Background: an optimization exercise with open tools, aiming at small area and a short achievable clock period. Do not read the settings as production practice. At most, simulation tests tie the RTL to the original design; equivalence was not proved. No functional check of the RTL was part of runs 2 and 3. Power and IR drop assume default switching activity.

==> flow/design.v (outline; a module is shown in full before it is edited, if it fits) <==
// module work_zyq: 65 lines
// module zq_rca: 15 lines
// module zq_cneg: 14 lines
// module zq_bcd29: 66 lines
// module zq_ctl: 27 lines
// module zq_v4: 166 lines
// module zq_mul15: 607 lines
// module zq_div15: 638 lines
module work_zyq(CLK,rst,keystat,dataout);
  // ...
==> flow/flow/run.sh <==
#!/bin/bash
# Own layout flow: the standard synthesis and layout, except that
#  - Yosys skips the quick ABC pass inside synth (-noabc) and extracts full/half adder
#    cells only in the modules listed in flow/fa_modules.txt (kept apart until mapping,
#    then flattened like the rest);
#  - ABC maps the logic with the area-oriented script flow/abc.script (no gate upsizing),
#    except the modules in flow/fast_modules.txt (if any), mapped with ORFS's speed script;
#  - port buffers are buf_2 cells;
#  - the resizer's repair_timing aims at the slack in flow/margin.txt (the SDC's clock is
#    unchanged).
# Each tool's full output goes to a log file in the work folder.
set -euo pipefail
WORK=$(pwd)
FL=$WORK/flow
MARGIN=$(cat "$FL/margin.txt")
FAMODS=$(cat "$FL/fa_modules.txt")
FASTMODS=$(cat "$FL/fast_modules.txt" 2>/dev/null || true)

ABCCALL="  log_cmd abc {*}\$abc_args \$::env(DESIGN_NAME) $FAMODS"
if [[ -n "$FASTMODS" ]]; then
  ABCCALL="  log_cmd abc {*}\$abc_fast $FASTMODS\n$ABCCALL"
fi
sed -e "s#^source \$::env(SCRIPTS_DIR)/synth_preamble.tcl#source \$::env(SCRIPTS_DIR)/synth_preamble.tcl\nset abc_fast \$abc_args\nset abc_args [lreplace \$abc_args 1 1 $FL/abc.script]#" \
    -e "s#^  extract_fa {\*}\[dont_use_extract_fa_args\]\$#  extract_fa {*}[dont_use_extract_fa_args] $FAMODS#" \
    -e "s#^  log_cmd abc {\*}\$abc_args\$#$ABCCALL#" \
  "$FLOW_HOME/scripts/synth.tcl" > "$WORK/own_synth.tcl"
grep -q "lreplace \$abc_args 1 1" "$WORK/own_synth.tcl"
grep -q "log_cmd abc {\*}\$abc_args \$::env(DESIGN_NAME)" "$WORK/own_synth.tcl"
grep -q "extract_fa {\*}\[dont_use_extract_fa_args\] $FAMODS" "$WORK/own_synth.tcl"
sed "s#\$::env(SCRIPTS_DIR)/synth.tcl#$WORK/own_synth.tcl#" "$WORK/synth_recipe.tcl" > "$WORK/own_synth_recipe.tcl"
grep -q "own_synth.tcl" "$WORK/own_synth_recipe.tcl"
sed "s#SYNTH_SCRIPT=[^ ]*#SYNTH_SCRIPT=$WORK/own_synth_recipe.tcl#" "$WORK/standard.sh" > "$WORK/own_synth.sh"
grep -q "own_synth_recipe.tcl" "$WORK/own_synth.sh"

SYNTH_KEEP_MODULES="$FASTMODS $FAMODS" SYNTH_ARGS=-noabc bash "$WORK/own_synth.sh" synth > "$WORK/synth.log" 2>&1
export BUFFER_PORTS_ARGS="-buffer_cell sky130_fd_sc_hd__buf_2"
export SETUP_SLACK_MARGIN=$MARGIN
bash "$WORK/standard.sh" > "$WORK/layout.log" 2>&1
test -f "$WORK/out/final.def"
==> flow/flow/abc.script <==
strash
dch
amap
topo
==> flow/flow/fa_modules.txt <==
zq_mul15
==> flow/flow/fast_modules.txt <==
==> flow/flow/margin.txt <==
174.6
==> flow/standard.sh <==
#!/bin/bash
# synth_recipe.tcl (not shown) runs the flow's synth.tcl, then flattens the netlist and writes it again
# the make line also repeats each setting of config.mk as NAME=value (left out here)
make -C /OpenROAD-flow-scripts/flow DESIGN_CONFIG=/design/flow/config.mk WORK_HOME=/design/flow/orfs CLKGATE_MAP_FILE= SYNTH_SCRIPT=/design/flow/synth_recipe.tcl "${@:-finish}"
==> flow/config.mk <==
export PLATFORM = sky130hd
export DESIGN_NAME = work_zyq
export DESIGN_NICKNAME = work_zyq
export VERILOG_FILES = /design/flow/design.v
export SDC_FILE = /design/flow/constraint.sdc
export NUM_CORES = 8
export LEC_CHECK = 0
export CAP_MARGIN = 20
export CORE_MARGIN = 2
export CORE_UTILIZATION = 40
export SLEW_MARGIN = 20
==> flow/constraint.sdc <==
create_clock -name core_clock -period 220.0 [get_ports {CLK}]
set_input_delay 44.0000 -clock core_clock [delete_from_list [all_inputs] [get_ports {CLK}]]
set_output_delay 44.0000 -clock core_clock [all_outputs]
set_load 0.01 [all_outputs]
==> results.cfg, run 1 <==
[die]
tapCellCount = 532
ios = 39
die_x_microns = 206
fp-row-count = 74

[synth]
async_flop_share_pct = 0
synth-edff-count = 0
synth.avg_cell_area_sq_um = 6.20
synth_seq_cells = 55
yosysWarnings = 2
synth-compound-area-share_pct = 36.3
synthAdderAreaFrac_pct = 21.7
yosysTopAreaCellShare_pct = 20.5

[placed_design]
io_buffers = 38
place_area_sq_um = 17300

[worst_hold_path]
hp-start = dataout[29]$_DFF_P_

[pwr]
powerSeq_uw = 10.6
irDropWorstVdd_uv = 10.4
p_switching_uw = 99.1
power_uw = 166
intPower_uw = 66.4

[sta]
slew_violations = 0
slew_headroom_pct = 43.7
finalSetupTns_ns = 0
min_period_over_period_pct = 20.6

[critical_path]
crit_type = input pin to flip-flop
max_stage_delay_ns = 0.39
endpoint_kind = flip-flop
worstSetupPathDepth = 11

[cells_and_area]
drive_gt1_share_pct = 8.08
clock_area_share_pct = 0.813
area_growth_pct = 11.8
finalNetCount = 2913
clock_buffers = 5
final_common_cell = nor2_1

[cts]
worstSkewPairLatency_ns = 0.31
h-tree-depth = 2

[run_status]
status = complete, no violations

[global_route]
grtUsageMet3_pct = 4.89

[detailed_routing]
vias_per_cell = 5.84
==> module work_zyq, before the edit <==
module work_zyq(CLK,rst,keystat,dataout);
	input CLK;
	input rst;
	input [4:0]keystat;
	output [31:0]dataout;
	reg [31:0]dataout;
	reg [14:0]first;       
	reg [2:0]preop;        
	reg [4:0]prestat;      
	wire [14:0] second;
	zq_v4 uv(.d(dataout[15:0]), .v(second));
	wire subm = preop[0];
	wire [14:0] u;
	wire uco;              
	zq_rca #(15) uas(.a(first), .b(second ^ {15{subm}}), .ci(subm), .s(u), .co(uco));
	wire gt = uco & |u;
	wire [14:0] mag;       
	zq_cneg #(15) uneg(.x(u), .n(~uco), .y(mag));
	wire [15:0] sum = {uco, u};
	wire [28:0] prod;
	zq_mul15 umul(.a(first), .b(second), .p(prod));
	wire [14:0] quo;
	zq_div15 udiv(.n(first), .d(second), .q(quo));
	wire is_add = preop == 3'b110;
	wire is_sub = preop == 3'b111;
	wire is_mul = preop == 3'b100;
	wire is_div = preop == 3'b101;
	wire is_none = ~preop[2];
	wire [28:0] ans = ({29{is_add}} & {13'd0, sum}) |
	                  ({29{is_sub}} & {14'd0, mag}) |
	                  ({29{is_mul}} & prod) |
	                  ({29{is_div}} & {14'd0, quo}) |
	                  ({29{is_none}} & {14'd0, first});
	wire [31:0] bcd;
	zq_bcd29 ubcd(.b(ans), .d(bcd));
	wire neg = is_sub & ~gt;
	wire [4:0] nz;         
	assign nz[0] = |bcd[3:0];
	assign nz[1] = |bcd[7:4];
	assign nz[2] = |bcd[11:8];
	assign nz[3] = |bcd[15:12];
	assign nz[4] = |bcd[19:16];
	wire [5:1] sgn;
	assign sgn[1] = neg & ~|nz[4:1];
	assign sgn[2] = neg & nz[1] & ~|nz[4:2];
	assign sgn[3] = neg & nz[2] & ~|nz[4:3];
	assign sgn[4] = neg & nz[3] & ~nz[4];
	assign sgn[5] = neg & nz[4];
	wire dz = is_div & ~|second;
	wire [31:0] res = dz ? 32'h00000EDD :
		bcd | {8'd0, {4{sgn[5]}}, {4{sgn[4]}}, {4{sgn[3]}}, {4{sgn[2]}}, {4{sgn[1]}}, 4'd0};
	wire [31:0] d_nx;
	wire [14:0] f_nx;
	wire [2:0] p_nx;
	wire [4:0] k_nx;
	zq_ctl uctl(.rst(rst), .keystat(keystat), .prestat(prestat), .dataout(dataout), .res(res),
		.first(first), .second(second), .preop(preop),
		.d_nx(d_nx), .f_nx(f_nx), .p_nx(p_nx), .k_nx(k_nx));
	always @(posedge CLK) begin
		dataout <= d_nx;
		first <= f_nx;
		preop <= p_nx;
		prestat <= k_nx;
	end
endmodule
==> inputs of run 2 (changes only) <==
--- a/flow/design.v
+++ b/flow/design.v
@@ -15,8 +15,8 @@
 	zq_rca #(15) uas(.a(first), .b(second ^ {15{subm}}), .ci(subm), .s(u), .co(uco));
 	wire gt = uco & |u;
 	wire [14:0] mag;       
-	zq_cneg #(15) uneg(.x(u), .n(~uco), .y(mag));
-	wire [15:0] sum = {uco, u};
+	zq_cneg #(15) uneg(.x(u), .n(subm & ~uco), .y(mag));
+	wire [15:0] sum = {uco, mag};
 	wire [28:0] prod;
 	zq_mul15 umul(.a(first), .b(second), .p(prod));
 	wire [14:0] quo;
@@ -26,8 +26,8 @@
 	wire is_mul = preop == 3'b100;
 	wire is_div = preop == 3'b101;
 	wire is_none = ~preop[2];
-	wire [28:0] ans = ({29{is_add}} & {13'd0, sum}) |
-	                  ({29{is_sub}} & {14'd0, mag}) |
+	wire [28:0] ans = ({29{is_add}} & {13'd0, uco, 15'd0}) |
+	                  ({29{is_add | is_sub}} & {14'd0, mag}) |
 	                  ({29{is_mul}} & prod) |
 	                  ({29{is_div}} & {14'd0, quo}) |
 	                  ({29{is_none}} & {14'd0, first});
==> flow/flow/run.sh (replaced) <==
#!/bin/bash
# Own layout flow: the standard synthesis and layout, except that
#  - Yosys skips the quick ABC pass inside synth (-noabc), extracts full/half adder
#    cells only in the modules listed in flow/fa_modules.txt (kept apart until mapping,
#    then flattened like the rest), and maps the logic with the area-oriented ABC script
#    in flow/abc.script (no gate upsizing); the next-state module zq_ctl is mapped with
#    ORFS's speed script;
#  - port buffers are buf_2 cells;
#  - the resizer's repair_timing aims at the slack in flow/margin.txt (the SDC's clock is
#    unchanged).
# Each tool's full output goes to a log file in the work folder.
set -euo pipefail
WORK=$(pwd)
FL=$WORK/flow
MARGIN=$(cat "$FL/margin.txt")
FAMODS=$(cat "$FL/fa_modules.txt")

sed -e "s#^source \$::env(SCRIPTS_DIR)/synth_preamble.tcl#source \$::env(SCRIPTS_DIR)/synth_preamble.tcl\nset abc_fast \$abc_args\nset abc_args [lreplace \$abc_args 1 1 $FL/abc.script]#" \
    -e "s#^  extract_fa {\*}\[dont_use_extract_fa_args\]\$#  extract_fa {*}[dont_use_extract_fa_args] $FAMODS#" \
    -e "s#^  log_cmd abc {\*}\$abc_args\$#  log_cmd abc {*}\$abc_fast zq_ctl\n  log_cmd abc {*}\$abc_args \$::env(DESIGN_NAME) $FAMODS#" \
  "$FLOW_HOME/scripts/synth.tcl" > "$WORK/own_synth.tcl"
grep -q "lreplace \$abc_args 1 1" "$WORK/own_synth.tcl"
grep -q "abc_fast zq_ctl" "$WORK/own_synth.tcl"
grep -q "extract_fa {\*}\[dont_use_extract_fa_args\] $FAMODS" "$WORK/own_synth.tcl"
sed "s#\$::env(SCRIPTS_DIR)/synth.tcl#$WORK/own_synth.tcl#" "$WORK/synth_recipe.tcl" > "$WORK/own_synth_recipe.tcl"
grep -q "own_synth.tcl" "$WORK/own_synth_recipe.tcl"
sed "s#SYNTH_SCRIPT=[^ ]*#SYNTH_SCRIPT=$WORK/own_synth_recipe.tcl#" "$WORK/standard.sh" > "$WORK/own_synth.sh"
grep -q "own_synth_recipe.tcl" "$WORK/own_synth.sh"

SYNTH_KEEP_MODULES="zq_ctl $FAMODS" SYNTH_ARGS=-noabc bash "$WORK/own_synth.sh" synth > "$WORK/synth.log" 2>&1
export BUFFER_PORTS_ARGS="-buffer_cell sky130_fd_sc_hd__buf_2"
export SETUP_SLACK_MARGIN=$MARGIN
bash "$WORK/standard.sh" > "$WORK/layout.log" 2>&1
test -f "$WORK/out/final.def"
removed: flow/flow/fast_modules.txt
==> run 2 against run 1 <==
Non-clock buffer count decreased by 24. Via count fell by 0.49%. Synthesized cell count grew 0.95%. Sequential power hardly changed. First-iteration DRC count fell by 17%. Clock-buffer cell count rose by 1. Final cell count fell by 0.55%. Total power is 3.4% lower.
==> results.cfg, run 2 <==
[synth]
synth_cells = 2666
ys_seq_area_share_pct = 6.53
synth.avg_cell_area_sq_um = 6.33
synth_seq_cells = 55
netlist_top_cells_area = fa_1, nor2_1, o21ai_0, a21oi_1, dfxtp_1
async_flop_share_pct = 0
synth-edff-count = 0
yosysMostFrequentCell = nor2_1
netlist_area_sq_um = 16900
yosysTopAreaCellShare_pct = 19.9
synth.largest_area_cell = fa_1
synth_ff_type = dfxtp_1
synth_common_cells = nor2_1, o21ai_0, clkinv_1, a21oi_1, nand2_1
yosysWarnings = 2
synth_nets = 2856
synth_cell_type_count = 63

[cells_and_area]
area_growth_pct = 6.75
largest_reg_flops = 32
final_common_cell = nor2_1
final_cell_mix = nor2_1, o21ai_0, clkinv_1
stdcell_area_sq_um = 18000
fillers = 4343
finalNetCount = 2890
reg.largest.list = dataout: 32 flops, first: 15 flops, prestat: 5 flops
layout.cells.non_filler = 3240
largest_register = dataout
drive_gt1_share_pct = 5.07
diodes = 0

[sta]
hold_viol = 0
rsz0062_at_grt = true
finalSetupTns_ns = 0
min_period_over_period_pct = 20.6
period_minus_slack_ns = 45.23
clock.fmax_mhz = 22.1
slew_violations = 0
worst_slack_ns = 174.77
slew_headroom_pct = 36.1
setup_viol = 0
tightestPinTransition_ns = 0.934
fin_skew_ns = 0.00738

[placed_design]
hpwl_microns = 39800
placedCellCount = 3218
post-place-ws_ns = 173.73
io_buffers = 38
place_area_sq_um = 17600
gp_congestion = 0.881

[detailed_routing]
route.detailed.drc = 0
wl_per_cell_microns = 16.2
ant_nets = 0
wirelength_microns = 52500
drtPass1Iterations = 6
via_count = 18922
drtIter0Drc = 1237
vias_per_cell = 5.84

[critical_path]
endpoint_kind = output port
crit_chain = buf_2
slowest_stage = dfxtp_1
crit_type = flip-flop to output port
worst-path-buf-inv = 1
required_ns = 176.00
cp_max_fo = 11
start_kind = flip-flop
crit_arrival_ns = 1.23
r2r_slack_ns = 179.61
cp_top_family = flip-flops
max_stage_delay_ns = 0.66

[cts]
clk_pin_slew_ns = 0.07
cts_buffers = 5
worstSkewPairLatency_ns = 0.30
cts_hold_buf = 0
cts.path.max_buffers = 2
cts_num_sinks = 55
root_buffer = clkbuf_16
h-tree-depth = 2
tritoncts = done

[die]
ios = 39
start_util_pct = 40.4
core_sq_um = 41800
fp.dieH_microns = 209
die_x_microns = 209
fp.dieArea_sq_um = 43800
fp-row-count = 75

[global_route]
grtUsageTotal_pct = 23.4
antenna_found_initial = 0
grt_overflow = 0
grt_max_degree = 57
grt_pass1_vias = 17500
grt_first_pass_wirelength_microns = 85300

[pwr]
irDropWorstVdd_uv = 10.7
power_uw = 160
p_leak_uw = 0.00683
powerDensity_nw_per_um2 = 8.88

[run_status]
status = complete, no violations

[worst_hold_path]
hold_class = flip-flop to flip-flop

[run]
max-cap-violations = 0
## run 2: changes by cell type after synthesis, moves of 15 or more
cell      delta
o22ai_1     -27
nand2_1     -15
a21oi_1     -19
o21ai_0     +15
a22oi_1     +18
o221ai_1    -22
o32ai_1     +32
clkinv_1    -28
nor2_1      -37
inv_1       +33
nor2b_1     +21
## run 2: through the flow
stage,utilization (%),hold WS (ns)
2_1_floorplan,-,0.495
3_3_place_gp,42.2,0.461
3_5_place_dp,42.2,0.467
4_1_cts,42.5,0.478
5_1_grt,43.1,0.512
6_report,43.1,0.477
## run 2: final timing paths
check,start,end,cells past startpoint
worst max-delay path,dataout[0]$_DFF_P_,dataout[0],1
worst min-delay path,dataout[29]$_DFF_P_,dataout[29]$_DFF_P_,2
worst min register to register,dataout[29]$_DFF_P_,dataout[29]$_DFF_P_,2
worst max register to register,dataout[12]$_DFF_P_,dataout[0]$_DFF_P_,257
## run 2: layer usage
metal  vias to the layer above  global-route usage (%)  routed length [microns]
li1                       9476                       -                        -
met1                      8778                    30.3                    23100
met2                       564                    41.2                    24900
met3                       104                    2.50                     3080
met4                         0                    7.24                     1430
met5                         -                       0                        0
## run 2: what timing repair did
action | 4_1_cts | 5_1_grt
resized for setup | 2 | 43
setup endpoints to repair | 49 | 40
gates cloned | 0 | 0
setup buffers | 0 | 14
pin swaps | 0 | 8
## run 2: cells by family (layout without fill, tap and decap cells)
family                     count (synthesis)  count (layout)  share of synthesized area [%]
and+or+nand+nor                         1013            1013                           24.0
AOI/OAI and AO/OA                        983             983                           35.4
buffers and inverters                    363             398                           8.92
adders and majority gates                183             183                           21.1
DFF                                       55              55                           6.53
xor gates and xnor gates                  52              52                           2.70
muxes                                     17              17                           1.34
## run 2: power breakdown
group,switching [uW],internal (uW),total (uW)
Combinational,91.9,49.0,141
Clock,3.88,4.56,8.45
Sequential,0.362,10.2,10.5
## run 2: layout make-up
class / count / area, sq um / share of cell area, %
Timing Repair Buffer: 77 / 502 / 2.79
Clock inverter: 2 / 16.3 / 0.0904
Clock buffer: 6 / 139 / 0.771
Sequential cell: 55 / 1100 / 6.13
Multi-Input combinational cell: 2248 / 14400 / 79.9
Inverter: 313 / 1170 / 6.53
Tap cell: 539 / 674 / 3.75
## run 2: modules after synthesis (local to each module, per instance)
module	cell area, sq um	times used	flops+latches
work_zyq	10900	1	55
zq_mul15	4720	1	0
zq_ctl	1270	1	0
==> inputs of run 3 (changes only) <==
--- a/flow/design.v
+++ b/flow/design.v
@@ -30,7 +30,7 @@
 	                  ({29{is_add | is_sub}} & {14'd0, mag}) |
 	                  ({29{is_mul}} & prod) |
 	                  ({29{is_div}} & {14'd0, quo}) |
-	                  ({29{is_none}} & {14'd0, first});
+	                  29'd0;    
 	wire [31:0] bcd;
 	zq_bcd29 ubcd(.b(ans), .d(bcd));
 	wire neg = is_sub & ~gt;
==> run 3 against run 2 <==
Final area is 0.52% lower. Sequential power barely moved. Synthesized cell count decreased by 0.15%. Worst setup slack lost 0.057 ns. Clock power rose by 6.3%. First-iteration DRC count rose by 13%. Global-route usage shrank 0.15 points. Critical path type is now input pin to flip-flop. Largest cell class unchanged.
==> results.cfg, run 3 <==
[pwr]
power_uw = 145
p_leak_uw = 0.00681
irDropWorstVdd_uv = 12.2
powerDensity_nw_per_um2 = 8.09

[global_route]
grt_pass1_vias = 17326
grt_max_degree = 57
grt_first_pass_wirelength_microns = 85300
grtUsageTotal_pct = 23.3
antenna_found_initial = 0
grt_overflow = 0

[cts]
root_buffer = clkbuf_16
cts.path.max_buffers = 2
h-tree-depth = 2
worstSkewPairLatency_ns = 0.30
clk_pin_slew_ns = 0.07
cts_num_sinks = 55
tritoncts = done
cts_hold_buf = 0
cts_buffers = 5

[cells_and_area]
final_cell_mix = nor2_1, o21ai_0, clkinv_1
multiInputGateArea_sq_um = 14400
seqCellArea_sq_um = 1100
area_growth_pct = 6.37
fillers = 4342
stdcell_area_sq_um = 17900
final_util_pct = 42.9
final_common_cell = nor2_1
drive_gt1_share_pct = 4.65
largest_register = dataout
reg.largest.list = dataout: 32 flops, first: 15 flops, prestat: 5 flops
diodes = 0
largest_reg_flops = 32
finalNetCount = 2878

[critical_path]
slowest_stage = and3_2
crit_chain = buf_6 -> and4bb_2 -> and3_2 -> a22oi_1 -> o32ai_1
crit_type = input pin to flip-flop
endpoint_kind = flip-flop
required_ns = 220.16
crit_arrival_ns = 45.45
cp_max_fo = 56
max_stage_delay_ns = 0.42
rr_worst_depth = 250
start_kind = input pin

[synth]
async_flop_share_pct = 0
synth.avg_cell_area_sq_um = 6.32
synth_seq_cells = 55
netlist_area_sq_um = 16800
ys_seq_area_share_pct = 6.54
synth.largest_area_cell = fa_1
netlist_top_cells_area = fa_1, nor2_1, o21ai_0, a21oi_1, dfxtp_1
synth_common_cells = nor2_1, o21ai_0, clkinv_1, a21oi_1, nand2_1
yosysWarnings = 2
synth_nets = 2852
yosysTopAreaCellShare_pct = 20.0
yosysMostFrequentCell = nor2_1
synth_cell_type_count = 60
synth-edff-count = 0
synth_ff_type = dfxtp_1
synth_cells = 2662

[placed_design]
io_buffers = 38
place_area_sq_um = 17600
hpwl_microns = 39200
gp_congestion = 0.915

[sta]
fin_skew_ns = 0.00760
period_minus_slack_ns = 45.29
slew_headroom_pct = 37.1
rsz0062_at_grt = true
finalSetupTns_ns = 0
clock.fmax_mhz = 22.1
min_period_over_period_pct = 20.6
slew_violations = 0
setup_viol = 0
hold_slack_ns = 0.465
tightestPinTransition_ns = 0.940
hold_viol = 0

[detailed_routing]
drtIter0Drc = 1400
route.detailed.drc = 0
wirelength_microns = 51400
ant_nets = 0
vias_per_cell = 5.77
drtPass1Iterations = 8
via_count = 18605
wl_per_cell_microns = 15.9

[die]
die_x_microns = 209
fp.dieArea_sq_um = 43700
fp.dieH_microns = 209
ios = 39
core_sq_um = 41800
fp-row-count = 75
start_util_pct = 40.3

[worst_hold_path]
hold_class = flip-flop to flip-flop
hold_path_depth = 2

[run]
max-cap-violations = 0

[run_status]
status = complete, no violations
run 3: layer usage:
metal | GRT usage, % | routed length, microns | vias up
met4 | 4.11 | 846 | 0
met5 | 0 | 0 | -
met1 | 31.3 | 23100 | 8589
met3 | 2.86 | 3250 | 62
li1 | - | - | 9426
met2 | 40.5 | 24200 | 528
run 3: area by class of cell:
type	count	area share [%]
clock buffers	5	0.699
clock inverters	2	0.210
inverters	302	6.33
multi-input cells	2256	80.4
flip-flops and latches	55	6.16
well taps	539	3.77
repair buffers	68	2.42
run 3: repair_timing:
action                                  CTS  global route
endpoints found under the setup margin   50            40
resized for setup                         2            35
pin swaps                                 0             4
cloned                                    0             1
buffers inserted                          0             4
run 3: cells by family (layout without fill, tap and decap cells):
logic type	count (synthesis)	in the layout	share of synthesized area, %
and+or+nand+nor	1027	1027	24.6
AOI/OAI and AO/OA	976	977	35.0
buffers and inverters	352	377	8.69
adders and majority gates	183	183	21.1
DFF	55	55	6.54
xor gates and xnor gates	52	52	2.71
muxes	17	17	1.34
run 3: critical path, delay by kind of cell:
kind / cells / cell delay (ns)
AOI/OAI and AO/OA: 2 / 0.38
buffers and inverters: 1 / 0.34
and+or+nand+nor: 2 / 0.71
run 3: Yosys stat by module, one instance, submodules excluded:
module / area, sq um / copies in the design / flops+latches / cells
zq_ctl: 1270 / 1 / 0 / 175
work_zyq: 10800 / 1 / 55 / 2042
zq_mul15: 4720 / 1 / 0 / 445
run 3: power breakdown:
part | leakage [uW] | total, uW | switching [uW] | internal (uW)
logic | 0.00629 | 125 | 81.9 | 43.6
registers | 0.000446 | 10.4 | 0.274 | 10.1
clock network | 0.0000759 | 8.98 | 3.67 | 5.31
total | 0.00681 | 145 | 85.8 | 59.1
run 3: path summary, 6_finish.rpt:
check | startpoint | endpoint | slack, ns
hold reg to reg | preop[2]$_DFF_P_ | preop[2]$_DFF_P_ | 0.47
setup / recovery | rst | dataout[1]$_DFF_P_ | 174.71
setup reg to reg | dataout[12]$_DFF_P_ | dataout[0]$_DFF_P_ | 180.33
hold / removal | preop[2]$_DFF_P_ | preop[2]$_DFF_P_ | 0.47
run 3: through the flow:
stage	setup slack, ns	std cells
2_1_floorplan	174.69	2662
5_1_grt	174.58	3227
6_report	174.71	3227
3_5_place_dp	173.70	3215
3_3_place_gp	173.77	3215
4_1_cts	174.60	3222
==> inputs of run 4 (changes only) <==
--- a/flow/design.v
+++ b/flow/design.v
@@ -15,8 +15,8 @@
 	zq_rca #(15) uas(.a(first), .b(second ^ {15{subm}}), .ci(subm), .s(u), .co(uco));
 	wire gt = uco & |u;
 	wire [14:0] mag;       
-	zq_cneg #(15) uneg(.x(u), .n(subm & ~uco), .y(mag));
-	wire [15:0] sum = {uco, mag};
+	zq_cneg #(15) uneg(.x(u), .n(~uco), .y(mag));
+	wire [15:0] sum = {uco, u};
 	wire [28:0] prod;
 	zq_mul15 umul(.a(first), .b(second), .p(prod));
 	wire [14:0] quo;
@@ -26,11 +26,11 @@
 	wire is_mul = preop == 3'b100;
 	wire is_div = preop == 3'b101;
 	wire is_none = ~preop[2];
-	wire [28:0] ans = ({29{is_add}} & {13'd0, uco, 15'd0}) |
-	                  ({29{is_add | is_sub}} & {14'd0, mag}) |
+	wire [28:0] ans = ({29{is_add}} & {13'd0, sum}) |
+	                  ({29{is_sub}} & {14'd0, mag}) |
 	                  ({29{is_mul}} & prod) |
 	                  ({29{is_div}} & {14'd0, quo}) |
-	                  29'd0;    
+	                  ({29{is_none}} & {14'd0, first});
 	wire [31:0] bcd;
 	zq_bcd29 ubcd(.b(ans), .d(bcd));
 	wire neg = is_sub & ~gt;
==> run 4 against run 3 <==
Final area grew 1.5%. Wire length is 0.58% higher. Via count is 1.6% higher. Clock power down 2.6%. Clock skew grew 0.0030 ns. Critical endpoint is now dataout[0].
==> results.cfg, run 4 <==
[run_status]
status = complete, no violations

[global_route]
grtUsageTotal_pct = 23.1
antenna_found_initial = 0
grt_overflow = 0
grt_max_degree = 57
grt_first_pass_wirelength_microns = 84600
grt_pass1_vias = 17304

[synth]
synth_seq_cells = 55
yosysWarnings = 2
yosysTopAreaCellShare_pct = 19.8
async_flop_share_pct = 0
synth-compound-area-share_pct = 35.0
yosysMostFrequentCell = nor2_1
netlist_area_sq_um = 17000
synth_top_family_by_area = compound AO/OA/AOI/OAI gates
synthSimpleGateAreaFrac_pct = 24.5
synth_cells = 2680
synth_nets = 2870
ys_seq_area_share_pct = 6.50
synth.largest_area_cell = fa_1
synthAdderAreaFrac_pct = 20.9
netlist_top_cells_area = fa_1, nor2_1, o21ai_0, a21oi_1, dfxtp_1
synth-edff-count = 0
synth_cell_type_count = 59
synth_ff_type = dfxtp_1
synth.avg_cell_area_sq_um = 6.32
synth_common_cells = nor2_1, o21ai_0, clkinv_1, a21oi_1, nand2_1
synth_mux_area_share_pct = 1.33
synth_xor_area_share_pct = 3.00

[cells_and_area]
reg.largest.list = dataout: 32 flops, first: 15 flops, prestat: 5 flops
largest_register = dataout
largest_reg_flops = 32
diodes = 0
area_growth_pct = 7.27
drive_gt1_share_pct = 5.41
finalNetCount = 2907
final_common_cell = nor2_1
multiInputGateArea_sq_um = 14600
seqCellArea_sq_um = 1110
final_cell_mix = nor2_1, o21ai_0, clkinv_1
fillers = 4327

[placed_design]
hpwl_microns = 39900
io_buffers = 38
gp_congestion = 0.886

[sta]
slew_violations = 0
finalSetupTns_ns = 0
slew_headroom_pct = 40.5
hold_viol = 0
period_minus_slack_ns = 45.24
min_period_over_period_pct = 20.6
rsz0062_at_grt = false
setup_viol = 0
fin_skew_ns = 0.0106
tightestPinTransition_ns = 0.889
clock.fmax_mhz = 22.1

[die]
start_util_pct = 40.5
fp-row-count = 75
ios = 39
core_sq_um = 41900
fp.dieH_microns = 210
fp.dieArea_sq_um = 44000
die_x_microns = 210

[critical_path]
cp_max_fo = 11
max_stage_delay_ns = 0.67
endpoint_kind = output port
start_kind = flip-flop
crit_arrival_ns = 1.24
crit_chain = buf_2
r2r_slack_ns = 180.25
crit_type = flip-flop to output port
cp_top_family = flip-flops
required_ns = 176.00
worst-path-buf-inv = 1
slowest_stage = dfxtp_1

[detailed_routing]
via_count = 18898
drtIter0Drc = 1400
vias_per_cell = 5.80
ant_nets = 0
drtPass1Iterations = 6
wirelength_microns = 51700
route.detailed.drc = 0
wl_per_cell_microns = 15.9

[pwr]
powerDensity_nw_per_um2 = 8.82
power_uw = 160
irDropWorstVdd_uv = 13.1
p_leak_uw = 0.00697

[cts]
worstSkewPairLatency_ns = 0.30
cts.path.max_buffers = 2
tritoncts = done
clk_pin_slew_ns = 0.08
cts_buffers = 5
cts_num_sinks = 55
h-tree-depth = 2
root_buffer = clkbuf_16

[run]
max-cap-violations = 0

[worst_hold_path]
hold_class = flip-flop to flip-flop
-- run 4: path summary, 6_finish.rpt --
check | to | start | cells past startpoint
setup / recovery | dataout[0] | dataout[0]$_DFF_P_ | 1
hold / removal | dataout[29]$_DFF_P_ | dataout[29]$_DFF_P_ | 2
setup reg to reg | dataout[0]$_DFF_P_ | dataout[11]$_DFF_P_ | 262
hold reg to reg | dataout[29]$_DFF_P_ | dataout[29]$_DFF_P_ | 2
-- run 4: per-module statistics from Yosys (local to each module, per instance) --
module    flip-flops and latches  cells
work_zyq                      55   2060
zq_ctl                         0    175
zq_mul15                       0    445
-- run 4: timing repair --
action / in CTS / in global routing
gates resized for setup: 3 / 52
endpoints found under the setup margin: 50 / 25
pin swaps: 0 / 12
setup buffers: 0 / 14
hold buffers: 0 / 0
-- run 4: report_power, final --
part | switching (uW) | leakage (uW) | internal (uW)
Clock | 4.09 | 0.0000790 | 4.65
Sequential | 0.394 | 0.000447 | 10.1
Combinational | 90.4 | 0.00645 | 50.6
Total | 94.9 | 0.00697 | 65.4
-- run 4: cell type report --
class	instances	area share (%)
clock inverter	2	0.110
timing repair buffer	80	2.88
multi-input combinational	2269	80.1
tap	539	3.71
inverter	306	6.32
sequential	55	6.08
clock buffer	6	0.764
-- run 4: kinds of logic after synthesis --
logic type / after synthesis
AND/OR/NAND/NOR: 1032
flip-flops: 55
XOR/XNOR: 58
multiplexers: 17
adder cells (fa/ha/maj): 183
buffers and inverters: 356
AO/OA/AOI/OAI: 979
-- run 4: metrics by stage --
stage	util, %	worst slack (ns)	std cells	instance area [sq um]	hold WS (ns)
floorplan	-	174.69	2680	17000	0.481
detailed placement	42.3	173.69	3235	17700	0.463
global placement	42.3	173.78	3235	17700	0.460
CTS	42.7	174.64	3243	17900	0.475
global route	43.4	174.47	3257	18200	0.498
finish	43.4	174.76	3257	18200	0.474
-- run 4: layer usage --
layer / track usage, % / vias up / share of wire (%)
met5: 0 / - / 0
met4: 5.62 / 0 / 2.1
met3: 1.35 / 78 / 5.0
met2: 40.3 / 496 / 48
met1: 31.3 / 8821 / 45
li1: - / 9503 / -
==> module zq_ctl, before the edit <==
module zq_ctl(rst, keystat, prestat, dataout, res, first, second, preop, d_nx, f_nx, p_nx, k_nx);
	input rst;
	input [4:0] keystat, prestat;
	input [31:0] dataout, res;
	input [14:0] first, second;
	input [2:0] preop;
	output [31:0] d_nx;
	output [14:0] f_nx;
	output [2:0] p_nx;
	output [4:0] k_nx;
	wire kedge = keystat != prestat;
	wire k_num = ~keystat[4];                         
	wire k_dig = k_num & ~(keystat[3] & (keystat[2] | keystat[1]));
	wire k_op  = k_num & keystat[3] & (keystat[2] ^ keystat[1]);
	wire k_eq  = keystat == 5'h0F;
	wire run = ~rst & kedge;
	wire d_keep  = ~rst & ~(kedge & k_num);
	wire d_shift = run & k_dig;
	wire d_res   = run & k_eq;
	wire f_load  = run & k_op;
	wire f_keep  = ~rst & ~f_load;
	assign d_nx = ({32{d_keep}} & dataout) | ({32{d_shift}} & {dataout[27:0], keystat[3:0]}) |
	              ({32{d_res}} & res);
	assign f_nx = ({15{f_keep}} & first) | ({15{f_load}} & second);
	assign p_nx = ({3{f_keep}} & preop) | ({3{f_load}} & {1'b1, keystat[1:0]});
	assign k_nx = rst ? 5'h10 : keystat;
endmodule
==> inputs of run 5 (changes only) <==
--- a/flow/design.v
+++ b/flow/design.v
@@ -15,8 +15,8 @@
 	zq_rca #(15) uas(.a(first), .b(second ^ {15{subm}}), .ci(subm), .s(u), .co(uco));
 	wire gt = uco & |u;
 	wire [14:0] mag;       
-	zq_cneg #(15) uneg(.x(u), .n(~uco), .y(mag));
-	wire [15:0] sum = {uco, u};
+	zq_cneg #(15) uneg(.x(u), .n(subm & ~uco), .y(mag));
+	wire [15:0] sum = {uco, mag};
 	wire [28:0] prod;
 	zq_mul15 umul(.a(first), .b(second), .p(prod));
 	wire [14:0] quo;
@@ -26,11 +26,11 @@
 	wire is_mul = preop == 3'b100;
 	wire is_div = preop == 3'b101;
 	wire is_none = ~preop[2];
-	wire [28:0] ans = ({29{is_add}} & {13'd0, sum}) |
-	                  ({29{is_sub}} & {14'd0, mag}) |
+	wire [28:0] ans = ({29{is_add}} & {13'd0, uco, 15'd0}) |
+	                  ({29{is_add | is_sub}} & {14'd0, mag}) |
 	                  ({29{is_mul}} & prod) |
 	                  ({29{is_div}} & {14'd0, quo}) |
-	                  ({29{is_none}} & {14'd0, first});
+	                  29'd0;    
 	wire [31:0] bcd;
 	zq_bcd29 ubcd(.b(ans), .d(bcd));
 	wire neg = is_sub & ~gt;
@@ -49,17 +49,15 @@
 	wire dz = is_div & ~|second;
 	wire [31:0] res = dz ? 32'h00000EDD :
 		bcd | {8'd0, {4{sgn[5]}}, {4{sgn[4]}}, {4{sgn[3]}}, {4{sgn[2]}}, {4{sgn[1]}}, 4'd0};
-	wire [31:0] d_nx;
-	wire [14:0] f_nx;
-	wire [2:0] p_nx;
+	wire d_keep, d_shift, d_res, f_load, f_keep;
 	wire [4:0] k_nx;
-	zq_ctl uctl(.rst(rst), .keystat(keystat), .prestat(prestat), .dataout(dataout), .res(res),
-		.first(first), .second(second), .preop(preop),
-		.d_nx(d_nx), .f_nx(f_nx), .p_nx(p_nx), .k_nx(k_nx));
+	zq_ctl uctl(.rst(rst), .keystat(keystat), .prestat(prestat),
+		.d_keep(d_keep), .d_shift(d_shift), .d_res(d_res), .f_load(f_load), .f_keep(f_keep), .k_nx(k_nx));
 	always @(posedge CLK) begin
-		dataout <= d_nx;
-		first <= f_nx;
-		preop <= p_nx;
+		dataout <= ({32{d_keep}} & dataout) | ({32{d_shift}} & {dataout[27:0], keystat[3:0]}) |
+		           ({32{d_res}} & res);
+		first <= ({15{f_keep}} & first) | ({15{f_load}} & second);
+		preop <= ({3{f_keep}} & preop) | ({3{f_load}} & {1'b1, keystat[1:0]});
 		prestat <= k_nx;
 	end
 endmodule
@@ -158,15 +156,10 @@
 	endfunction
 	assign d = conv(b);
 endmodule
-module zq_ctl(rst, keystat, prestat, dataout, res, first, second, preop, d_nx, f_nx, p_nx, k_nx);
+module zq_ctl(rst, keystat, prestat, d_keep, d_shift, d_res, f_load, f_keep, k_nx);
 	input rst;
 	input [4:0] keystat, prestat;
-	input [31:0] dataout, res;
-	input [14:0] first, second;
-	input [2:0] preop;
-	output [31:0] d_nx;
-	output [14:0] f_nx;
-	output [2:0] p_nx;
+	output d_keep, d_shift, d_res, f_load, f_keep;
 	output [4:0] k_nx;
 	wire kedge = keystat != prestat;
 	wire k_num = ~keystat[4];                         
@@ -174,15 +167,11 @@
 	wire k_op  = k_num & keystat[3] & (keystat[2] ^ keystat[1]);
 	wire k_eq  = keystat == 5'h0F;
 	wire run = ~rst & kedge;
-	wire d_keep  = ~rst & ~(kedge & k_num);
-	wire d_shift = run & k_dig;
-	wire d_res   = run & k_eq;
-	wire f_load  = run & k_op;
-	wire f_keep  = ~rst & ~f_load;
-	assign d_nx = ({32{d_keep}} & dataout) | ({32{d_shift}} & {dataout[27:0], keystat[3:0]}) |
-	              ({32{d_res}} & res);
-	assign f_nx = ({15{f_keep}} & first) | ({15{f_load}} & second);
-	assign p_nx = ({3{f_keep}} & preop) | ({3{f_load}} & {1'b1, keystat[1:0]});
+	assign d_keep  = ~rst & ~(kedge & k_num);
+	assign d_shift = run & k_dig;
+	assign d_res   = run & k_eq;
+	assign f_load  = run & k_op;
+	assign f_keep  = ~rst & ~f_load;
 	assign k_nx = rst ? 5'h10 : keystat;
 endmodule
 module zq_v4(d, v);
==> run 5 against run 4 <==
Worst setup slack got worse by 0.12 ns. Clock power decreased by 6.1%. Final area shrank 2.5%. Global-route usage grew 1.8 points. Largest power group unchanged. Combinational power decreased by 15%. Maximum frequency shrank 0.27%. Highest routed layer unchanged. Total power shrank 14%. Synthesized area fell by 3.8%.
==> results.cfg, run 5 <==
[die]
start_util_pct = 40.7
die_x_microns = 206
fp.dieH_microns = 206
fp-row-count = 73
ios = 39
fp.dieArea_sq_um = 42400
core_sq_um = 40000

[cts]
root_buffer = clkbuf_16
cts_num_sinks = 55
worstSkewPairLatency_ns = 0.30
tritoncts = done
clk_pin_slew_ns = 0.08
cts_buffers = 5
h-tree-depth = 2
cts.path.max_buffers = 2

[synth]
synth-edff-count = 0
async_flop_share_pct = 0
synth.largest_area_cell = fa_1
yosysWarnings = 2
netlist_area_sq_um = 16300
synth_cell_type_count = 54
synth_seq_cells = 55
netlist_top_cells_area = fa_1, nor2_1, o21ai_0, a21oi_1, dfxtp_1
synth_ff_type = dfxtp_1
ys_seq_area_share_pct = 6.76
yosysMostFrequentCell = nor2_1
synth_nets = 2813
yosysTopAreaCellShare_pct = 20.6
synth_cells = 2623
synth.avg_cell_area_sq_um = 6.21
synth_common_cells = nor2_1, o21ai_0, clkinv_1, a21oi_1, nand2_1

[detailed_routing]
via_count = 18735
ant_nets = 0
vias_per_cell = 5.83
wirelength_microns = 53000
drtPass1Iterations = 8
drtIter0Drc = 1582
wl_per_cell_microns = 16.5
route.detailed.drc = 0

[placed_design]
gp_congestion = 0.912
hpwl_microns = 40400
post-place-ws_ns = 173.79
io_buffers = 38

[worst_hold_path]
hold_class = flip-flop to flip-flop
hp-start = dataout[28]$_DFF_P_

[run]
max-cap-violations = 0

[sta]
setup_viol = 0
slew_headroom_pct = 41.6
slew_violations = 0
finalSetupTns_ns = 0
clock.fmax_mhz = 22.0
tightestPinTransition_ns = 0.873
period_minus_slack_ns = 45.36
hold_viol = 0
fin_skew_ns = 0.00751
min_period_over_period_pct = 20.6
rsz0062_at_grt = true
worst_slack_ns = 174.64

[global_route]
grt_pass1_vias = 17371
grt_max_degree = 38
grtUsageTotal_pct = 24.9
grt_overflow = 0
antenna_found_initial = 0
grt_first_pass_wirelength_microns = 86200

[pwr]
irDropWorstVdd_uv = 9.83
p_leak_uw = 0.00665
powerDensity_nw_per_um2 = 7.81

[critical_path]
endpoint_kind = flip-flop
crit_type = input pin to flip-flop
startpoint = keystat[1]
start_kind = input pin
cp_max_fo = 7
crit_arrival_ns = 45.60
rr_startpoint = dataout[12]$_DFF_P_
required_ns = 220.24

[cells_and_area]
diodes = 0
largest_reg_flops = 32
reg.largest.list = dataout: 32 flops, first: 15 flops, prestat: 5 flops
drive_gt1_share_pct = 5.43
final_cell_mix = nor2_1, o21ai_0, clkinv_1
largest_register = dataout
final_common_cell = nor2_1
area_growth_pct = 8.76
finalNetCount = 2878

[run_status]
status = complete, no violations
[run 5: cell types whose count changed in the layout (fill, tap and decap cells not counted), moves of 22 or more]
cell     before  now
a22oi_1      46   21
o21ai_0     295  328
o22ai_1     133  156
inv_1        33    1
nor2b_1      34   12
o32ai_1      33    1
[run 5: critical path: stages]
cell,delay [ns]
buf_2,0.25
xnor2_2,0.13
and3_4,0.21
a211oi_4,0.37
nand2_2,0.20
a211oi_1,0.27
a221o_1,0.15
[run 5: power breakdown]
part           internal [uW]  total (uW)  leakage (uW)  switching (uW)
Combinational           42.2         120       0.00614            77.6
Sequential              10.1        10.5      0.000446           0.334
Clock                   4.28        8.22     0.0000675            3.93
Total                   56.6         139       0.00665            81.9
[run 5: cell type report]
type                    count  area [sq um]
clock buffers               6           129
clock inverters             2          16.3
fillers                  4148         22300
inverters                 291          1120
multi-input cells        2250         14100
flip-flops and latches     55          1100
well taps                 525           657
repair buffers             84           548
repair inverters            1          7.51
[run 5: worst paths after layout]
path | depth (start not counted) | slack [ns] | endpoint
worst max-delay path | 7 | 174.64 | dataout[29]$_DFF_P_
worst max register to register | 259 | 179.83 | dataout[0]$_DFF_P_
worst min register to register | 2 | 0.49 | dataout[28]$_DFF_P_
worst min-delay path | 2 | 0.49 | dataout[28]$_DFF_P_
[run 5: cells by family (layout without fill, tap and decap cells)]
family	count (synthesis)	after routing	synth area share [%]
buf+inv	320	384	8.04
flops	55	55	6.76
fa+ha+maj	183	183	21.8
xor+xnor	50	50	2.73
compound gates	991	993	36.0
simple gates	1024	1024	24.7
[run 5: modules after synthesis (local to each module, per instance)]
module	area (sq um)	cells inside	flip-flops and latches
zq_ctl	173	24	0
work_zyq	11400	2154	55
zq_mul15	4720	445	0
[run 5: metal layers]
layer	global-route usage (%)	routed length (microns)	vias up
li1	-	-	9359
met1	33.5	23600	8713
met2	41.7	24400	570
met3	3.42	3660	93
met4	7.19	1450	0
met5	0	0	-
[run 5: through the flow]
step	utilization (%)	instances	power (uW)	hold slack (ns)	cell area [sq um]
floorplan	-	2623	103	0.455	16300
global placement	42.9	3181	122	0.460	17200
detailed placement	42.9	3181	125	0.472	17200
CTS	43.5	3196	134	0.490	17400
global route	44.3	3214	155	0.507	17700
finish	44.3	3214	139	0.488	17700
[run 5: what timing repair did]
item                       in CTS  in global routing
cloned                          3                  0
hold buffers                    0                  0
setup endpoints to repair      50                 47
setup buffers                   4                 18
gates resized for setup        10                 57
pin swaps                       3                  6
==> inputs of run 6 (changes only) <==
--- a/flow/flow/run.sh
+++ b/flow/flow/run.sh
@@ -5,6 +5,7 @@
 #    then flattened like the rest), and maps the logic with the area-oriented ABC script
 #    in flow/abc.script (no gate upsizing); the next-state module zq_ctl is mapped with
 #    ORFS's speed script;
+#  - no buffers for module pass-through wires (modules are flattened after mapping);
 #  - port buffers are buf_2 cells;
 #  - the resizer's repair_timing aims at the slack in flow/margin.txt (the SDC's clock is
 #    unchanged).
@@ -27,7 +28,7 @@
 sed "s#SYNTH_SCRIPT=[^ ]*#SYNTH_SCRIPT=$WORK/own_synth_recipe.tcl#" "$WORK/standard.sh" > "$WORK/own_synth.sh"
 grep -q "own_synth_recipe.tcl" "$WORK/own_synth.sh"
 
-SYNTH_KEEP_MODULES="zq_ctl $FAMODS" SYNTH_ARGS=-noabc bash "$WORK/own_synth.sh" synth > "$WORK/synth.log" 2>&1
+SYNTH_KEEP_MODULES="zq_ctl $FAMODS" SYNTH_ARGS=-noabc SYNTH_INSBUF=0 bash "$WORK/own_synth.sh" synth > "$WORK/synth.log" 2>&1
 export BUFFER_PORTS_ARGS="-buffer_cell sky130_fd_sc_hd__buf_2"
 export SETUP_SLACK_MARGIN=$MARGIN
 bash "$WORK/standard.sh" > "$WORK/layout.log" 2>&1
==> run 6 against run 5 <==
Total power barely moved. Global-route usage increased by 0.42 points. Combinational power about the same. Critical endpoint unchanged. Worst hold slack worse by 0.00097 ns. Synthesized area is 1.3% lower. Clock skew up 0.0035 ns. Still clean on timing, DRC and antenna. Wire length fell by 0.14%. First-iteration DRC count is 2.8% lower.
==> results.cfg, run 6 <==
[cts]
h-tree-depth = 2
cts_num_sinks = 55
cts_buffers = 5
worstSkewPairLatency_ns = 0.30
clk_pin_slew_ns = 0.08
cts_hold_buf = 0
tritoncts = done
cts.path.max_buffers = 2
root_buffer = clkbuf_16

[cells_and_area]
final_cell_mix = nor2_1, o21ai_0, clkinv_1
final_util_pct = 44.5
area_growth_pct = 9.88
reg.largest.list = dataout: 32 flops, first: 15 flops, prestat: 5 flops
final_common_cell = nor2_1
drive_gt1_share_pct = 4.96
diodes = 0
finalNetCount = 2872
stdcell_area_sq_um = 17700
largest_reg_flops = 32
largest_register = dataout

[detailed_routing]
met1_length_microns = 24000
via_count = 18743
top_layer = met4
drtIter0Drc = 1537
met3_length_microns = 3220
ant_nets = 0
wl_per_cell_microns = 16.5
wirelength_microns = 53000
route.detailed.drc = 0
drtPass1Iterations = 6
vias_per_cell = 5.84
wl_met2_microns = 24900

[synth]
yosysTopAreaCellShare_pct = 20.9
synth_cells = 2594
ys_seq_area_share_pct = 6.85
synth_ff_type = dfxtp_1
synth_seq_cells = 55
synth_common_cells = nor2_1, o21ai_0, clkinv_1, a21oi_1, nand2_1
synth_nets = 2784
netlist_area_sq_um = 16100
synth.avg_cell_area_sq_um = 6.20
synth_cell_type_count = 53
netlist_top_cells_area = fa_1, nor2_1, o21ai_0, a21oi_1, dfxtp_1
yosysMostFrequentCell = nor2_1
yosysWarnings = 2
async_flop_share_pct = 0
synth-edff-count = 0
synth.largest_area_cell = fa_1

[sta]
fin_skew_ns = 0.0110
min_period_over_period_pct = 20.6
finalSetupTns_ns = 0
period_minus_slack_ns = 45.36
slew_headroom_pct = 40.5
clock.fmax_mhz = 22.0
hold_viol = 0
rsz0062_at_grt = true
setup_viol = 0
tightestPinTransition_ns = 0.889
hold_slack_ns = 0.487
slew_violations = 0

[placed_design]
io_buffers = 38
place_area_sq_um = 17100
hpwl_microns = 40900
gp_congestion = 0.893

[pwr]
p_comb_share_pct = 86.4
power_uw = 139
irDropWorstVdd_uv = 9.89
power_frac_seq_pct = 7.5
intPower_uw = 56.3
p_sw_share_pct = 59.4
powerDensity_nw_per_um2 = 7.85
p_leak_uw = 0.00664
p_switching_uw = 82.3
clkPwrFrac_pct = 6.0

[run_status]
status = complete, no violations

[critical_path]
crit_arrival_ns = 45.61
rr_worst_depth = 258
required_ns = 220.25
cp_max_fo = 7
crit_type = input pin to flip-flop
start_kind = input pin
endpoint_kind = flip-flop

[global_route]
grtUsageTotal_pct = 25.3
antenna_found_initial = 0
grt_pass1_vias = 17622
grt_first_pass_wirelength_microns = 87000
grt_max_degree = 38
grt_overflow = 0

[die]
start_util_pct = 40.5
die_x_microns = 205
fp-row-count = 73
fp.dieArea_sq_um = 41800
fp.dieH_microns = 205
ios = 39
core_sq_um = 39700

[worst_hold_path]
hold_path_depth = 1
hold_class = flip-flop to flip-flop

[run]
max-cap-violations = 0
-- run 6: cell count changes after synthesis, sizes merged --
| cell | change |
|---|---|
| buf | -29 |
-- run 6: timing repair --
item,4_1_cts,5_1_grt
gates cloned,2,0
endpoints found under the setup margin,50,46
pin swaps,2,8
gates resized for setup,9,60
buffers inserted,6,13
-- run 6: stage by stage --
| stage | std cells | setup WS (ns) |
|---|---|---|
| 3_5_place_dp | 3179 | 173.78 |
| 4_1_cts | 3195 | 174.51 |
| 6_report | 3208 | 174.64 |
| 3_3_place_gp | 3178 | 173.80 |
| 2_1_floorplan | 2594 | 174.59 |
| 5_1_grt | 3208 | 174.53 |
-- run 6: power by group through the flow --
stage | combinational [uW] | clock [uW] | sequential (uW)
detailed placement | 114 | 0 | 10.7
floorplan | 92.5 | 0 | 10.6
CTS | 115 | 8.34 | 10.4
global placement | 111 | 0 | 10.7
global route | 136 | 8.77 | 10.5
finish | 120 | 8.37 | 10.5
-- run 6: path summary, 6_finish.rpt --
path	start	to	slack, ns
max	keystat[1]	dataout[29]$_DFF_P_	174.64
min	dataout[30]$_DFF_P_	dataout[30]$_DFF_P_	0.49
max reg2reg	dataout[12]$_DFF_P_	dataout[0]$_DFF_P_	180.12
min reg2reg	dataout[30]$_DFF_P_	dataout[30]$_DFF_P_	0.49
-- run 6: cell type report --
type	instances	area [sq um]
fillers	4186	22100
multi-input cells	2250	14100
inverters	291	1120
flip-flops and latches	55	1100
well taps	525	657
repair buffers	79	519
clock buffers	6	129
clock inverters	2	16.3
-- run 6: per-module statistics from Yosys, one instance, submodules excluded --
module    cell area, sq um  cells  flip-flops and latches
work_zyq             11400   2154                      55
zq_mul15              4500    416                       0
zq_ctl                 173     24                       0
-- run 6: kinds of logic (layout without fill, tap and decap cells) --
family	Yosys count	after routing	share of synthesized area, %
and+or+nand+nor	1024	1024	25.0
AOI/OAI and AO/OA	991	993	36.5
buffers and inverters	291	378	6.79
adders and majority gates	183	183	22.1
DFF	55	55	6.85
xor gates and xnor gates	50	50	2.77
-- run 6: routing by layer --
metal	global-route usage (%)	vias up
li1	-	9385
met4	5.31	0
met2	43.8	543
met1	34.2	8751
met3	2.47	64
met5	0	-
-- run 6: critical path: stages --
cell      delay (ns)
buf_2           0.26
xnor2_2         0.14
and3_4          0.21
a211oi_4        0.37
nand2_2         0.22
a211oi_1        0.26
a221o_1         0.13
==> inputs of run 7 (changes only) <==
--- a/flow/config.mk
+++ b/flow/config.mk
@@ -8,4 +8,5 @@
 export CAP_MARGIN = 20
 export CORE_MARGIN = 2
 export CORE_UTILIZATION = 40
+export CTS_BUF_LIST = sky130_fd_sc_hd__clkbuf_8
 export SLEW_MARGIN = 20
==> run 7 against run 6 <==
Combinational power about the same. Non-clock buffer count decreased by 1. Critical path depth decreased by 1. Synthesized cell count unchanged. Die area unchanged. Wire length about the same. Sequential cell count unchanged. Final area decreased by 0.40%. Worst setup slack improved by 0.024 ns. Largest power group unchanged. Sequential share of layout area about the same. Clock-buffer cell count decreased by 1. Largest cell class unchanged. Synthesized area unchanged.
==> results.cfg, run 7 <==
[placed_design]
place_area_sq_um = 17100
io_buffers = 38
gp_congestion = 0.893
hpwl_microns = 40900
placedCellCount = 3179

[cts]
cts_buffers = 5
cts.path.max_buffers = 2
cts_num_sinks = 55
root_buffer = clkbuf_8
tritoncts = done
worstSkewPairLatency_ns = 0.33
clk_pin_slew_ns = 0.11
cts_hold_buf = 0
h-tree-depth = 2

[critical_path]
cp_max_fo = 15
crit_arrival_ns = 45.60
start_kind = input pin
endpoint_kind = flip-flop
required_ns = 220.26
crit_type = input pin to flip-flop

[sta]
slew_headroom_pct = 41.8
slew_violations = 0
finalSetupTns_ns = 0
tightestPinTransition_ns = 0.869
rsz0062_at_grt = true
clock.fmax_mhz = 22.1
fin_skew_ns = 0.0161
period_minus_slack_ns = 45.33
hold_viol = 0
min_period_over_period_pct = 20.6
setup_viol = 0

[synth]
async_flop_share_pct = 0
synth_cell_type_count = 53
synth.avg_cell_area_sq_um = 6.20
synthSimpleGateAreaFrac_pct = 25.0
synth_xor_area_share_pct = 2.77
synth_common_cells = nor2_1, o21ai_0, clkinv_1, a21oi_1, nand2_1
synth_top_family_by_area = compound AO/OA/AOI/OAI gates
yosysTopAreaCellShare_pct = 20.9
synth-compound-area-share_pct = 36.5
synthAdderAreaFrac_pct = 22.1
netlist_top_cells_area = fa_1, nor2_1, o21ai_0, a21oi_1, dfxtp_1
synth_ff_type = dfxtp_1
synth_cells = 2594
synth_seq_cells = 55
synth_nets = 2784
yosysMostFrequentCell = nor2_1
ys_seq_area_share_pct = 6.85
yosysWarnings = 2
synth.largest_area_cell = fa_1
synth_mux_area_share_pct = 0
synth-edff-count = 0
netlist_area_sq_um = 16100

[pwr]
p_leak_uw = 0.00661
powerDensity_nw_per_um2 = 7.74
irDropWorstVdd_uv = 9.93

[cells_and_area]
fillers = 4207
multiInputGateArea_sq_um = 14100
diodes = 0
reg.largest.list = dataout: 32 flops, first: 15 flops, prestat: 5 flops
final_cell_mix = nor2_1, o21ai_0, clkinv_1
area_growth_pct = 9.44
layout.cells.non_filler = 3207
largest_register = dataout
largest_reg_flops = 32
stdcell_area_sq_um = 17600
final_common_cell = nor2_1
drive_gt1_share_pct = 4.92
seqCellArea_sq_um = 1100
finalNetCount = 2871

[die]
start_util_pct = 40.5
fp-row-count = 73
core_sq_um = 39700
ios = 39
die_x_microns = 205
fp.dieH_microns = 205
fp.dieArea_sq_um = 41800

[detailed_routing]
drtIter0Drc = 1524
wirelength_microns = 52900
route.detailed.drc = 0
vias_per_cell = 5.84
drtPass1Iterations = 5
ant_nets = 0
via_count = 18742
wl_per_cell_microns = 16.5

[global_route]
grt_overflow = 0
antenna_found_initial = 0
grtUsageTotal_pct = 25.2
grt_pass1_vias = 17637
grt_max_degree = 38
grt_first_pass_wirelength_microns = 86900

[run_status]
status = complete, no violations

[run]
max-cap-violations = 0

[worst_hold_path]
hold_class = flip-flop to flip-flop
-- run 7: through the flow --
stage	setup slack, ns	hold WS (ns)	utilization [%]	total power (uW)
2_1_floorplan	174.59	0.455	-	103
3_3_place_gp	173.80	0.462	43.1	122
3_5_place_dp	173.78	0.470	43.1	125
4_1_cts	174.54	0.496	43.6	132
5_1_grt	174.49	0.530	44.3	153
6_report	174.67	0.497	44.3	136
-- run 7: path summary, 6_finish.rpt --
path,from,endpoint,slack (ns),cells past startpoint
max,keystat[2],dataout[15]$_DFF_P_,174.67,6
min,dataout[30]$_DFF_P_,dataout[30]$_DFF_P_,0.50,1
max reg2reg,dataout[12]$_DFF_P_,dataout[0]$_DFF_P_,180.04,259
min reg2reg,dataout[30]$_DFF_P_,dataout[30]$_DFF_P_,0.50,1
-- run 7: final cells by class --
cell class / instances / area share (%)
well taps: 525 / 3.73
flip-flops and latches: 55 / 6.28
multi-input cells: 2250 / 80.2
inverters: 291 / 6.36
repair buffers: 78 / 2.91
clock inverters: 3 / 0.114
clock buffers: 5 / 0.391
-- run 7: logic make-up after synthesis --
kind of cell             Yosys count
AO/OA/AOI/OAI                    991
XOR/XNOR                          50
adder cells (fa/ha/maj)          183
buffers and inverters            291
flip-flops                        55
AND/OR/NAND/NOR                 1024
-- run 7: modules after synthesis (local to each module, per instance) --
module    times used  cell area (sq um)  cells inside
work_zyq           1              11400          2154
zq_ctl             1                173            24
zq_mul15           1               4500           416
-- run 7: per-layer routing --
metal  global-route usage, %  vias to the layer above  share of wire [%]
met5                       0                        -                  0
met3                    2.53                       64                5.6
met2                    43.7                      524                 47
met4                    5.62                        0                1.5
li1                        -                     9375                  -
met1                    33.9                     8779                 46
-- run 7: timing repair --
action,4_1_cts,5_1_grt
buffers inserted,4,14
gates resized for setup,9,59
endpoints found under the setup margin,48,43
gates cloned,2,0
pin swaps,2,8
-- run 7: report_power, final --
part           leakage [uW]  internal (uW)  total [uW]  switching [uW]
Sequential         0.000447           10.1        10.5           0.315
Clock             0.0000460           2.26        6.04            3.79
Combinational       0.00611           41.9         120            77.8
-- run 7: critical path: stages --
cell     delay [ns]
buf_2          0.15
xor2_1         0.19
or3_1          0.50
o22ai_4        0.52
a22oi_1        0.14
o21ai_0        0.10
==> inputs of run 8 (changes only) <==
==> flow/flow/run.sh (replaced) <==
#!/bin/bash
# Own layout flow: the standard synthesis and layout, except that
#  - Yosys skips the quick ABC pass inside synth (-noabc) and extracts full/half adder
#    cells only in the modules listed in flow/fa_modules.txt (kept apart until mapping,
#    then flattened like the rest);
#  - ABC maps the logic with the area-oriented script flow/abc.script (no gate upsizing),
#    except the modules in flow/fast_modules.txt (if any), mapped with ORFS's speed script;
#  - port buffers are buf_2 cells;
#  - the resizer's repair_timing aims at the slack in flow/margin.txt (the SDC's clock is
#    unchanged).
# Each tool's full output goes to a log file in the work folder.
set -euo pipefail
WORK=$(pwd)
FL=$WORK/flow
MARGIN=$(cat "$FL/margin.txt")
FAMODS=$(cat "$FL/fa_modules.txt")
FASTMODS=$(cat "$FL/fast_modules.txt" 2>/dev/null || true)

ABCCALL="  log_cmd abc {*}\$abc_args \$::env(DESIGN_NAME) $FAMODS"
if [[ -n "$FASTMODS" ]]; then
  ABCCALL="  log_cmd abc {*}\$abc_fast $FASTMODS\n$ABCCALL"
fi
sed -e "s#^source \$::env(SCRIPTS_DIR)/synth_preamble.tcl#source \$::env(SCRIPTS_DIR)/synth_preamble.tcl\nset abc_fast \$abc_args\nset abc_args [lreplace \$abc_args 1 1 $FL/abc.script]#" \
    -e "s#^  extract_fa {\*}\[dont_use_extract_fa_args\]\$#  extract_fa {*}[dont_use_extract_fa_args] $FAMODS#" \
    -e "s#^  log_cmd abc {\*}\$abc_args\$#$ABCCALL#" \
  "$FLOW_HOME/scripts/synth.tcl" > "$WORK/own_synth.tcl"
grep -q "lreplace \$abc_args 1 1" "$WORK/own_synth.tcl"
grep -q "log_cmd abc {\*}\$abc_args \$::env(DESIGN_NAME)" "$WORK/own_synth.tcl"
grep -q "extract_fa {\*}\[dont_use_extract_fa_args\] $FAMODS" "$WORK/own_synth.tcl"
sed "s#\$::env(SCRIPTS_DIR)/synth.tcl#$WORK/own_synth.tcl#" "$WORK/synth_recipe.tcl" > "$WORK/own_synth_recipe.tcl"
grep -q "own_synth.tcl" "$WORK/own_synth_recipe.tcl"
sed "s#SYNTH_SCRIPT=[^ ]*#SYNTH_SCRIPT=$WORK/own_synth_recipe.tcl#" "$WORK/standard.sh" > "$WORK/own_synth.sh"
grep -q "own_synth_recipe.tcl" "$WORK/own_synth.sh"

SYNTH_KEEP_MODULES="$FASTMODS $FAMODS" SYNTH_ARGS=-noabc bash "$WORK/own_synth.sh" synth > "$WORK/synth.log" 2>&1
export BUFFER_PORTS_ARGS="-buffer_cell sky130_fd_sc_hd__buf_2"
export SETUP_SLACK_MARGIN=$MARGIN
bash "$WORK/standard.sh" > "$WORK/layout.log" 2>&1
test -f "$WORK/out/final.def"
--- a/flow/config.mk
+++ b/flow/config.mk
@@ -8,5 +8,4 @@
 export CAP_MARGIN = 20
 export CORE_MARGIN = 2
 export CORE_UTILIZATION = 40
-export CTS_BUF_LIST = sky130_fd_sc_hd__clkbuf_8
 export SLEW_MARGIN = 20
==> run 8 against run 7 <==
Total power is 45% higher. Clock power is 35% higher. Worst hold slack worse by 0.010 ns. Clock skew is 0.0098 ns lower.
==> results.cfg, run 8 <==
[run_status]
status = complete, no violations

[sta]
clock.fmax_mhz = 22.0
finalSetupTns_ns = 0
rsz0062_at_grt = true
setup_viol = 0
period_minus_slack_ns = 45.44
slew_headroom_pct = 34.0
min_period_over_period_pct = 20.7
slew_violations = 0
hold_slack_ns = 0.487
tightestPinTransition_ns = 0.986
hold_viol = 0
fin_skew_ns = 0.00629

[cells_and_area]
reg.largest.list = dataout: 32 flops, first: 15 flops, prestat: 5 flops
largest_reg_flops = 32
layout.cells.non_filler = 3251
final_cell_mix = nor2_1, o21ai_0, clkinv_1
final_common_cell = nor2_1
largest_register = dataout
drive_gt1_share_pct = 6.95
fillers = 4154
diodes = 0
area_growth_pct = 11.5
finalNetCount = 2909

[cts]
worstSkewPairLatency_ns = 0.30
cts_hold_buf = 0
cts_num_sinks = 55
tritoncts = done
cts.path.max_buffers = 2
root_buffer = clkbuf_16
cts_buffers = 5
clk_pin_slew_ns = 0.07
h-tree-depth = 2

[critical_path]
required_ns = 220.21
slowest_stage = or2_4
start_kind = input pin
crit_arrival_ns = 45.65
worst-path-buf-inv = 2
cp_top_family = compound AO/OA/AOI/OAI gates
max_stage_delay_ns = 0.34
crit_chain = buf_12 -> clkinv_16 -> nand2_4 -> o21ai_2 -> a221oi_2 -> o221ai_2 -> a2111oi_4 -> or3_4 -> nor3_4 -> or2_4 -> o22ai_1
endpoint_kind = flip-flop
crit_type = input pin to flip-flop
cp_max_fo = 5

[detailed_routing]
via_count = 18922
drtIter0Drc = 1468
ant_nets = 0
vias_per_cell = 5.82
wl_per_cell_microns = 16.4
route.detailed.drc = 0
drtPass1Iterations = 6
wirelength_microns = 53200

[placed_design]
io_buffers = 38
gp_congestion = 0.876
placedCellCount = 3203
hpwl_microns = 40100

[global_route]
grtUsageTotal_pct = 24.5
grt_first_pass_wirelength_microns = 85100
antenna_found_initial = 0
grt_pass1_vias = 17259
grt_max_degree = 38
grt_overflow = 0

[die]
ios = 39
core_sq_um = 40600
fp.dieArea_sq_um = 42500
fp.dieH_microns = 206
start_util_pct = 40.3
die_x_microns = 206
fp-row-count = 74

[synth]
yosysMostFrequentCell = nor2_1
yosysTopAreaCellShare_pct = 20.6
yosysWarnings = 2
ys_seq_area_share_pct = 6.74
synth-edff-count = 0
synth_common_cells = nor2_1, o21ai_0, clkinv_1, a21oi_1, nand2_1
synth.largest_area_cell = fa_1
async_flop_share_pct = 0
synth.avg_cell_area_sq_um = 6.20
netlist_top_cells_area = fa_1, nor2_1, o21ai_0, a21oi_1, clkinv_1
synth_cell_type_count = 47
synth_nets = 2828
synth_seq_cells = 55
synth_ff_type = dfxtp_1
synth_cells = 2638
netlist_area_sq_um = 16300

[pwr]
p_leak_uw = 0.00689
irDropWorstVdd_uv = 18.3
powerDensity_nw_per_um2 = 10.9

[worst_hold_path]
hold_class = flip-flop to flip-flop

[run]
max-cap-violations = 0
[run 8: per-stage QoR]
| stage | util (%) | setup slack (ns) | power [uW] | area, sq um |
|---|---|---|---|---|
| 2_1_floorplan | - | 174.36 | 149 | 16400 |
| 4_1_cts | 43.5 | 174.58 | 192 | 17700 |
| 3_5_place_dp | 42.6 | 173.72 | 183 | 17300 |
| 3_3_place_gp | 42.6 | 173.79 | 176 | 17300 |
| 6_report | 44.9 | 174.56 | 198 | 18200 |
| 5_1_grt | 44.9 | 174.16 | 221 | 18200 |
[run 8: per-layer routing]
layer / share of wire (%) / vias up / track usage, %
li1: - / 9501 / -
met1: 44 / 8820 / 32.1
met2: 48 / 524 / 42.5
met3: 5.9 / 77 / 2.96
met4: 1.9 / 0 / 6.15
met5: 0 / - / 0
[run 8: final cells by class]
class                      count  area, sq um  share of cell area (%)
inverter                     307         1220                    6.71
clock inverter                 2         13.8                  0.0755
clock buffer                   5          125                   0.686
tap                          532          666                    3.65
timing repair inverter         3         36.3                   0.199
timing repair buffer          92          718                    3.94
sequential                    55         1100                    6.06
multi-input combinational   2255        14300                    78.7
[run 8: final timing paths]
path	depth (start not counted)	from	slack [ns]	end
hold / removal	2	dataout[31]$_DFF_P_	0.49	dataout[31]$_DFF_P_
setup reg to reg	263	dataout[13]$_DFF_P_	179.78	dataout[0]$_DFF_P_
hold reg to reg	2	dataout[31]$_DFF_P_	0.49	dataout[31]$_DFF_P_
setup / recovery	11	keystat[1]	174.56	first[3]$_DFF_P_
[run 8: modules after synthesis, one instance, submodules excluded]
module / cell area (sq um) / flops+latches
work_zyq: 11600 / 55
zq_mul15: 4720 / 0
[run 8: logic make-up (layout without fill, tap and decap cells)]
logic type / Yosys count / count (layout) / share of synthesized area, %
AOI/OAI and AO/OA: 979 / 979 / 35.6
xor gates and xnor gates: 48 / 48 / 2.57
adders and majority gates: 183 / 183 / 21.7
buffers and inverters: 336 / 409 / 8.38
DFF: 55 / 55 / 6.74
and+or+nand+nor: 1037 / 1045 / 25.0
[run 8: what timing repair did]
item | 4_1_cts | 5_1_grt
endpoints found under the setup margin | 50 | 50
buffers inserted | 10 | 18
pin swaps | 6 | 25
endpoints found under the hold margin | 0 | 0
cloned | 6 | 7
resized for setup | 29 | 100
[run 8: where the power goes]
group | internal, uW | switching (uW)
clock | 4.18 | 4.00
combinational | 62.5 | 117
sequential | 10.2 | 0.380
total | 76.8 | 121
[run 8: worst min-delay path, cell delays in order, from the launching register on]
cell	delay [ns]
dfxtp_1	0.34
a22oi_2	0.05
o21ai_1	0.06

[port drivers added, routing unchanged]
Ports are ideal in the flow. The routed layouts listed here were re-timed in OpenROAD. Step 1 sets driving cells, clkbuf_16 on the clock port and buf_2 on the other inputs (assumed; they add their load-dependent delay and slew). Step 2 adds t to the input delays and takes it off the output delays; t is the mean of the earliest and latest rising clock arrival at the registers after step 1. Input paths then give back, and output paths get back, about the clock's delay inside the block. Slacks: ideal ports / drivers / drivers and shift; pairs: ideal ports / drivers.
run	shift t [ns]	slack for setup (ns)	worst setup path after step 2	worst data-port slew with drivers (ns)
run 1	0.348	174.582 / 174.503 / 174.155	input to register	0.12
run 2	0.346	174.770 / 174.721 / 174.559	input to register	0.04
run 3	0.332	174.713 / 174.715 / 174.383	input to register	0.04
run 4	0.342	174.762 / 174.715 / 174.474	input to register	0.04
run 5	0.340	174.640 / 174.657 / 174.317	input to register	0.03
run 6	0.344	174.642 / 174.661 / 174.317	input to register	0.04
run 7	0.361	174.666 / 174.685 / 174.324	input to register	0.04
run 8	0.344	174.556 / 174.536 / 174.193	input to register	0.09
After both steps setup and hold are still met in every run listed. For run 1, which loses most, drivers alone change the setup slack by -0.079 ns; drivers and shift together by -0.427 ns.
